From an optimization exercise on the open Yosys and OpenROAD flow, aimed at small area and a short achievable clock period; shortcuts taken in it are not production practice.
The RTL was checked by simulation tests, not by an equivalence proof against the original design.

==> inputs of run F <==
// LDL_crc32_dn_check
module LDL_crc32_dn_check #(parameter NUM = 16)(
  input  [8*NUM -1:0]        data,  
  input  [$clog2(NUM) -1:0]  bnum,  
  input         valid,
  input         eof  ,
  output reg    err  ,
  input         rst_n,
  input         clk
);
clock: 24.0 ns
lec_check: 0
abc_clock_period_in_ps: 1500
cap_margin: 20
core_margin: 2
core_utilization: 50
cts_buf_list: sky130_fd_sc_hd__clkbuf_4 sky130_fd_sc_hd__clkbuf_8
gpl_routability_driven: 0
place_density: 0.75
slew_margin: 20
synth_hierarchical: 1
synth_minimum_keep_size: 0
tns_end_percent: 20
standard.sh (not shown) runs the stock make flow with config.mk's settings and CLKGATE_MAP_FILE= SYNTH_SCRIPT=/design/flow/synth_recipe.tcl, a recipe that flattens the netlist after the stock synthesis.
==> flow/flow/run.sh <==
#!/bin/bash
# Layout: the standard ORFS flow (standard.sh) with the standard synthesis, and these
# changes to how the rest of the layout is made:
#  - port buffers are sky130_fd_sc_hd__buf_1 cells (buffer_ports -buffer_cell) instead of
#    the delay-buffer cells buffer_ports picks by default;
#  - after synthesis, the delay cells (clkdlybuf4s*, dlygate*, dlymetal*) join the
#    platform's DONT_USE_CELLS, so placement and repair do not use them;
set -euo pipefail
bash standard.sh synth > make_synth.log 2>&1
export BUFFER_PORTS_ARGS="-buffer_cell sky130_fd_sc_hd__buf_1"
DU="sky130_fd_sc_hd__probe_p_8 sky130_fd_sc_hd__probec_p_8 sky130_fd_sc_hd__lpflow_bleeder_1 sky130_fd_sc_hd__lpflow_clkbufkapwr_1 sky130_fd_sc_hd__lpflow_clkbufkapwr_16 sky130_fd_sc_hd__lpflow_clkbufkapwr_2 sky130_fd_sc_hd__lpflow_clkbufkapwr_4 sky130_fd_sc_hd__lpflow_clkbufkapwr_8 sky130_fd_sc_hd__lpflow_clkinvkapwr_1 sky130_fd_sc_hd__lpflow_clkinvkapwr_16 sky130_fd_sc_hd__lpflow_clkinvkapwr_2 sky130_fd_sc_hd__lpflow_clkinvkapwr_4 sky130_fd_sc_hd__lpflow_clkinvkapwr_8 sky130_fd_sc_hd__lpflow_decapkapwr_12 sky130_fd_sc_hd__lpflow_decapkapwr_3 sky130_fd_sc_hd__lpflow_decapkapwr_4 sky130_fd_sc_hd__lpflow_decapkapwr_6 sky130_fd_sc_hd__lpflow_decapkapwr_8 sky130_fd_sc_hd__lpflow_inputiso0n_1 sky130_fd_sc_hd__lpflow_inputiso0p_1 sky130_fd_sc_hd__lpflow_inputiso1n_1 sky130_fd_sc_hd__lpflow_inputiso1p_1 sky130_fd_sc_hd__lpflow_inputisolatch_1 sky130_fd_sc_hd__lpflow_isobufsrc_1 sky130_fd_sc_hd__lpflow_isobufsrc_16 sky130_fd_sc_hd__lpflow_isobufsrc_2 sky130_fd_sc_hd__lpflow_isobufsrc_4 sky130_fd_sc_hd__lpflow_isobufsrc_8 sky130_fd_sc_hd__lpflow_isobufsrckapwr_16 sky130_fd_sc_hd__lpflow_lsbuf_lh_hl_isowell_tap_1 sky130_fd_sc_hd__lpflow_lsbuf_lh_hl_isowell_tap_2 sky130_fd_sc_hd__lpflow_lsbuf_lh_hl_isowell_tap_4 sky130_fd_sc_hd__lpflow_lsbuf_lh_isowell_4 sky130_fd_sc_hd__lpflow_lsbuf_lh_isowell_tap_1 sky130_fd_sc_hd__lpflow_lsbuf_lh_isowell_tap_2 sky130_fd_sc_hd__lpflow_lsbuf_lh_isowell_tap_4"
DU="$DU sky130_fd_sc_hd__clkdlybuf4s15_1 sky130_fd_sc_hd__clkdlybuf4s15_2 sky130_fd_sc_hd__clkdlybuf4s18_1 sky130_fd_sc_hd__clkdlybuf4s18_2 sky130_fd_sc_hd__clkdlybuf4s25_1 sky130_fd_sc_hd__clkdlybuf4s25_2 sky130_fd_sc_hd__clkdlybuf4s50_1 sky130_fd_sc_hd__clkdlybuf4s50_2 sky130_fd_sc_hd__dlygate4sd1_1 sky130_fd_sc_hd__dlygate4sd2_1 sky130_fd_sc_hd__dlygate4sd3_1 sky130_fd_sc_hd__dlymetal6s2s_1 sky130_fd_sc_hd__dlymetal6s4s_1 sky130_fd_sc_hd__dlymetal6s6s_1"
bash standard.sh "DONT_USE_CELLS=$DU" SETUP_SLACK_MARGIN=14 finish > make_finish.log 2>&1
==> inputs of run M, as changes to run F <==
- CORE_UTILIZATION: 50 -> 55
- PLACE_DENSITY: 0.75 -> 0.8
- TNS_END_PERCENT: 20 -> unset
==> inputs of run P, as changes to run F <==
- GPL_ROUTABILITY_DRIVEN: 0 -> unset
- TNS_END_PERCENT: 20 -> unset
==> notes.md <==
|  | run P | run F | run M |
|---|---|---|---|
| Fraction of area in multi-input gates | 83.81% | 84.20% | 84.60% |
| Final worst-path setup slack | 14.01 ns | 14.10 ns | 13.85 ns |
| Logic depth of the worst setup path including buffers | 15 | 16 | 15 |
| Placed insts | 1553 | 1537 | 1501 |
| Total of cells resized after clock tree synthesis | 16 | 6 | 7 |
| Iter 0 DRT Violations | 1033 | 1318 | 1597 |
| CLK BUF | 6 | 7 | 8 |
| Slew headroom | 26.99% | 26.03% | 22.80% |
| Post-detailed-placement cell area | 0.01067 mm2 | 0.01060 mm2 | 0.01055 mm2 |
| Multi-input logic area | 0.009089 mm2 | 0.009156 mm2 | 0.009171 mm2 |
| Met1 usage | 58.74% | 49.34% | 51.98% |
| Result of the run | finished clean | finished clean | finished clean |
| Minimum period implied by the final worst setup slack | 9.989 ns | 9.903 ns | 10.15 ns |
| Worst hold margin | 0.4917 ns | 0.4892 ns | 0.4898 ns |
| Number of well taps | 260 | 260 | 225 |
| Buffer count excluding the clock tree in the final layout | 163 | 151 | 149 |
| First-pass GRT wire length | 65920 um | 58250 um | 60160 um |
| Total length of routed met2 wires | 20030 um | 16320 um | 17040 um |
| Beginning of the critical path | bnum[3] | eof | bnum[1] |
| Pre-CTS WS | 13.15 ns | 13.38 ns | 13.42 ns |
| Critical Path Slowest Stage Cell | xnor2_1 | xor2_1 | nand2_1 |
| Critical Path AT | 10.17 ns | 10.07 ns | 10.32 ns |

[port drivers added, routing unchanged]
In the flow no input, the clock included, has a driving cell. The finished layouts below were timed again as built, in two steps.
Step 1, drivers: a clkbuf_16 drives clk and a buf_2 each remaining input, both assumed.
Step 2 times the ports against the registers' clock, not the clock port: input delays grow and output delays shrink by t, the midpoint of the rising clock arrivals with the driver on.
a / b / c = ideal ports / drivers / drivers and shift; a / b = the first two.
| run | t, ns | setup slack, ns | latest minus earliest clock arrival (ns) | slew at the worst register clock pin (ns) | worst data-port slew with drivers (ns) |
|---|---|---|---|---|---|
| run F | 0.310 | 14.097 / 14.101 / 13.791 | 0.007 / 0.007 | 0.06 / 0.06 | 0.04 |
| run M | 0.315 | 13.853 / 13.860 / 13.545 | 0.003 / 0.004 | 0.07 / 0.07 | 0.04 |
| run P | 0.318 | 14.011 / 14.013 / 13.696 | 0.007 / 0.007 | 0.08 / 0.08 | 0.05 |
After both steps setup and hold are still met in every run listed. The setup slack of run P, which loses most, moves by +0.002 ns with the drivers and by -0.315 ns with both steps.
